Context: an optimization exercise on an open-source flow, tuned for small area and a short achievable clock period. The choices shown serve that exercise and are no tape-out recipe.
At most, simulation tests tie the RTL to the original design; equivalence was not proved.
Power is estimated from default activity; no workload was simulated.

Setup of v6:
## fir_retimed
module fir_retimed #(
    parameter N_TAPS = 4,
    parameter DATA_WIDTH = 18,
    parameter COEFF_WIDTH = 18
) (
    input clk,
    input reset_n,
    input ena,
    input signed [DATA_WIDTH-1:0] data_in,
    output signed [(DATA_WIDTH + COEFF_WIDTH + 2)-1:0] data_out
);
    localparam KIND = 5;
    reg signed [17:0] x0, x1;
    reg signed [18:0] u;
    reg signed [20:0] s2;
    reg signed [21:0] s1;
    reg signed [21:0] s;
    reg signed [23:0] z;
    wire [18:0] u_next;
    wire [20:0] s2_next;
    wire [21:0] s1_next;
    wire [21:0] s_next;
    wire [23:0] z_next;
    pfx_add #(.W(19), .KIND(KIND)) add_u (
        .a({x0[17], x0}), .b({x1[17], x1}), .ci(1'b0), .s(u_next));
    pfx_add #(.W(21), .KIND(KIND)) add_s2 (
        .a({u, 2'b00}), .b(~{{3{x1[17]}}, x1}), .ci(1'b1), .s(s2_next));
    pfx_add #(.W(21), .KIND(KIND)) add_s1 (
        .a({s2[20], s2[20:1]}), .b({{3{x1[17]}}, x1}), .ci(1'b0), .s(s1_next[21:1]));
    assign s1_next[0] = s2[0];
    pfx_add #(.W(22), .KIND(KIND)) add_s (
        .a(s1), .b({{4{x1[17]}}, x1}), .ci(1'b0), .s(s_next));
    pfx_add #(.W(22), .KIND(KIND)) add_z (
        .a({s[21], s[21], s[21:2]}), .b(s), .ci(1'b0), .s(z_next[23:2]));
    assign z_next[1:0] = s[1:0];
    always @(posedge clk or negedge reset_n) begin
        if (!reset_n) begin
            x0 <= 18'd0;
            x1 <= 18'd0;
            u  <= 19'd0;
            s2 <= 21'd0;
            s1 <= 22'd0;
            s  <= 22'd0;
            z  <= 24'd0;
        end else if (ena) begin
            x0 <= data_in;
            x1 <= x0;
            u  <= u_next;
            s2 <= s2_next;
            s1 <= s1_next;
            s  <= s_next;
            z  <= z_next;
        end
    end
    assign data_out = {{13{z[23]}}, z, 1'b0};
endmodule
==> module fir_retimed, before the edit <==
module fir_retimed #(
    parameter N_TAPS = 4,
    parameter DATA_WIDTH = 18,
    parameter COEFF_WIDTH = 18
) (
    input clk,
    input reset_n,
    input ena,
    input signed [DATA_WIDTH-1:0] data_in,
    output signed [(DATA_WIDTH + COEFF_WIDTH + 2)-1:0] data_out
);
    localparam KIND = 5;
    reg signed [17:0] x0, x1;
    reg signed [18:0] u;
    reg signed [20:0] s2;
    reg signed [21:0] s1;
    reg signed [21:0] s;
    reg signed [23:0] z;
    wire [18:0] u_next;
    wire [20:0] s2_next;
    wire [21:0] s1_next;
    wire [21:0] s_next;
    wire [23:0] z_next;
    pfx_add #(.W(19), .KIND(KIND)) add_u (
        .a({x0[17], x0}), .b({x1[17], x1}), .ci(1'b0), .s(u_next));
    pfx_add #(.W(21), .KIND(KIND)) add_s2 (
        .a({u, 2'b00}), .b(~{{3{x1[17]}}, x1}), .ci(1'b1), .s(s2_next));
    pfx_add #(.W(21), .KIND(KIND)) add_s1 (
        .a({s2[20], s2[20:1]}), .b({{3{x1[17]}}, x1}), .ci(1'b0), .s(s1_next[21:1]));
    assign s1_next[0] = s2[0];
    pfx_add #(.W(22), .KIND(KIND)) add_s (
        .a(s1), .b({{4{x1[17]}}, x1}), .ci(1'b0), .s(s_next));
    pfx_add #(.W(22), .KIND(KIND)) add_z (
        .a({s[21], s[21], s[21:2]}), .b(s), .ci(1'b0), .s(z_next[23:2]));
    assign z_next[1:0] = s[1:0];
    always @(posedge clk or negedge reset_n) begin
        if (!reset_n) begin
            x0 <= 18'd0;
            x1 <= 18'd0;
            u  <= 19'd0;
            s2 <= 21'd0;
            s1 <= 22'd0;
            s  <= 22'd0;
            z  <= 24'd0;
        end else if (ena) begin
            x0 <= data_in;
            x1 <= x0;
            u  <= u_next;
            s2 <= s2_next;
            s1 <= s1_next;
            s  <= s_next;
            z  <= z_next;
        end
    end
    assign data_out = {{13{z[23]}}, z, 1'b0};
endmodule
export LEC_CHECK = 0
export ABC_AREA = 1
export CAP_MARGIN = 0
export CORE_MARGIN = 2
export CORE_UTILIZATION = 40
export CTS_BUF_LIST = sky130_fd_sc_hd__clkbuf_8
export SETUP_SLACK_MARGIN = 2.4
export SLEW_MARGIN = 0
create_clock -name core_clock -period 4.5 [get_ports {clk}]
standard.sh (not shown) runs the stock make flow with config.mk's settings and CLKGATE_MAP_FILE= SYNTH_SCRIPT=/design/flow/synth_recipe.tcl, a recipe that flattens the netlist after the stock synthesis.
==> flow/flow/run.sh <==
#!/bin/bash
# The standard layout, with plain buffers (not delay cells) on the ports.
set -euo pipefail
bash standard.sh BUFFER_PORTS_ARGS="-buffer_cell sky130_fd_sc_hd__buf_1" finish > make_finish.log 2>&1
Input-level comparison between v7 and v6:
--- a/flow/design.v
+++ b/flow/design.v
@@ -16,6 +16,7 @@
     reg signed [21:0] s1;
     reg signed [21:0] s;
     reg signed [23:0] z;
+    reg zs;
     wire [18:0] u_next;
     wire [20:0] s2_next;
     wire [21:0] s1_next;
@@ -42,6 +43,7 @@
             s1 <= 22'd0;
             s  <= 22'd0;
             z  <= 24'd0;
+            zs <= 1'b0;
         end else if (ena) begin
             x0 <= data_in;
             x1 <= x0;
@@ -50,9 +52,10 @@
             s1 <= s1_next;
             s  <= s_next;
             z  <= z_next;
+            zs <= s[21];
         end
     end
-    assign data_out = {{13{z[23]}}, z, 1'b0};
+    assign data_out = {{7{zs}}, {6{z[23]}}, z, 1'b0};
 endmodule
 module pfx_add #(parameter W = 22, parameter KIND = 0) (
     input  [W-1:0] a,
==> comparison <==
Diff v6 -> v7 | power in combinational cells | increase of about 1%
v7 ends up with higher die footprint than v6 does.
Comparing v7 and v6, the higher time the worst path needs with I/O delays and setup was measured on v6.
Critical path depth in cells came out higher on v7 than on v6.
There was hardly any difference in via count normalized by instance count between v6 and v7.
v7 vs v6: hold slack up in v7
Of v7 and v6, the lower power belongs to v6.
v7 ended with more global router's overall resource usage than v6.
Compared to v6, v7 has clock network area share 0.19 points lower.
Summary of v7 over v6: power attributed to the clock group -about 4%, sequential power ~0 delta.
Diff v7 and v6: final worst clock skew lower in v7
v7 -> v6: final non-filler cell area flat
Only the layout flow was run in v7; the RTL was not checked for function there.

[re-timing with driven ports]
In the flow no input, the clock included, has a driving cell. The finished layouts below were timed again as built, in two steps. Step 1, drivers: a clkbuf_16 drives clk and a buf_2 each remaining input, both assumed. Step 2 adds t to the input delays and takes it off the output delays; t is the mean of the earliest and latest rising clock arrival at the registers after step 1. Input paths then give back, and output paths get back, about the clock's delay inside the block. a / b / c = ideal / step 1 / step 2; a / b = the first two.
run | t, ns | setup WS [ns] | clock arrival spread, ns | worst slew at a driven data input, ns
v6 | 0.480 | 2.464 / 2.427 / 2.145 | 0.014 / 0.014 | 0.03
v7 | 0.478 | 2.499 / 2.488 / 2.039 | 0.010 / 0.011 | 0.03
After both steps setup and hold are still met in every run listed. The setup slack of v7, which loses most, moves by -0.011 ns with the drivers and by -0.460 ns with both steps.
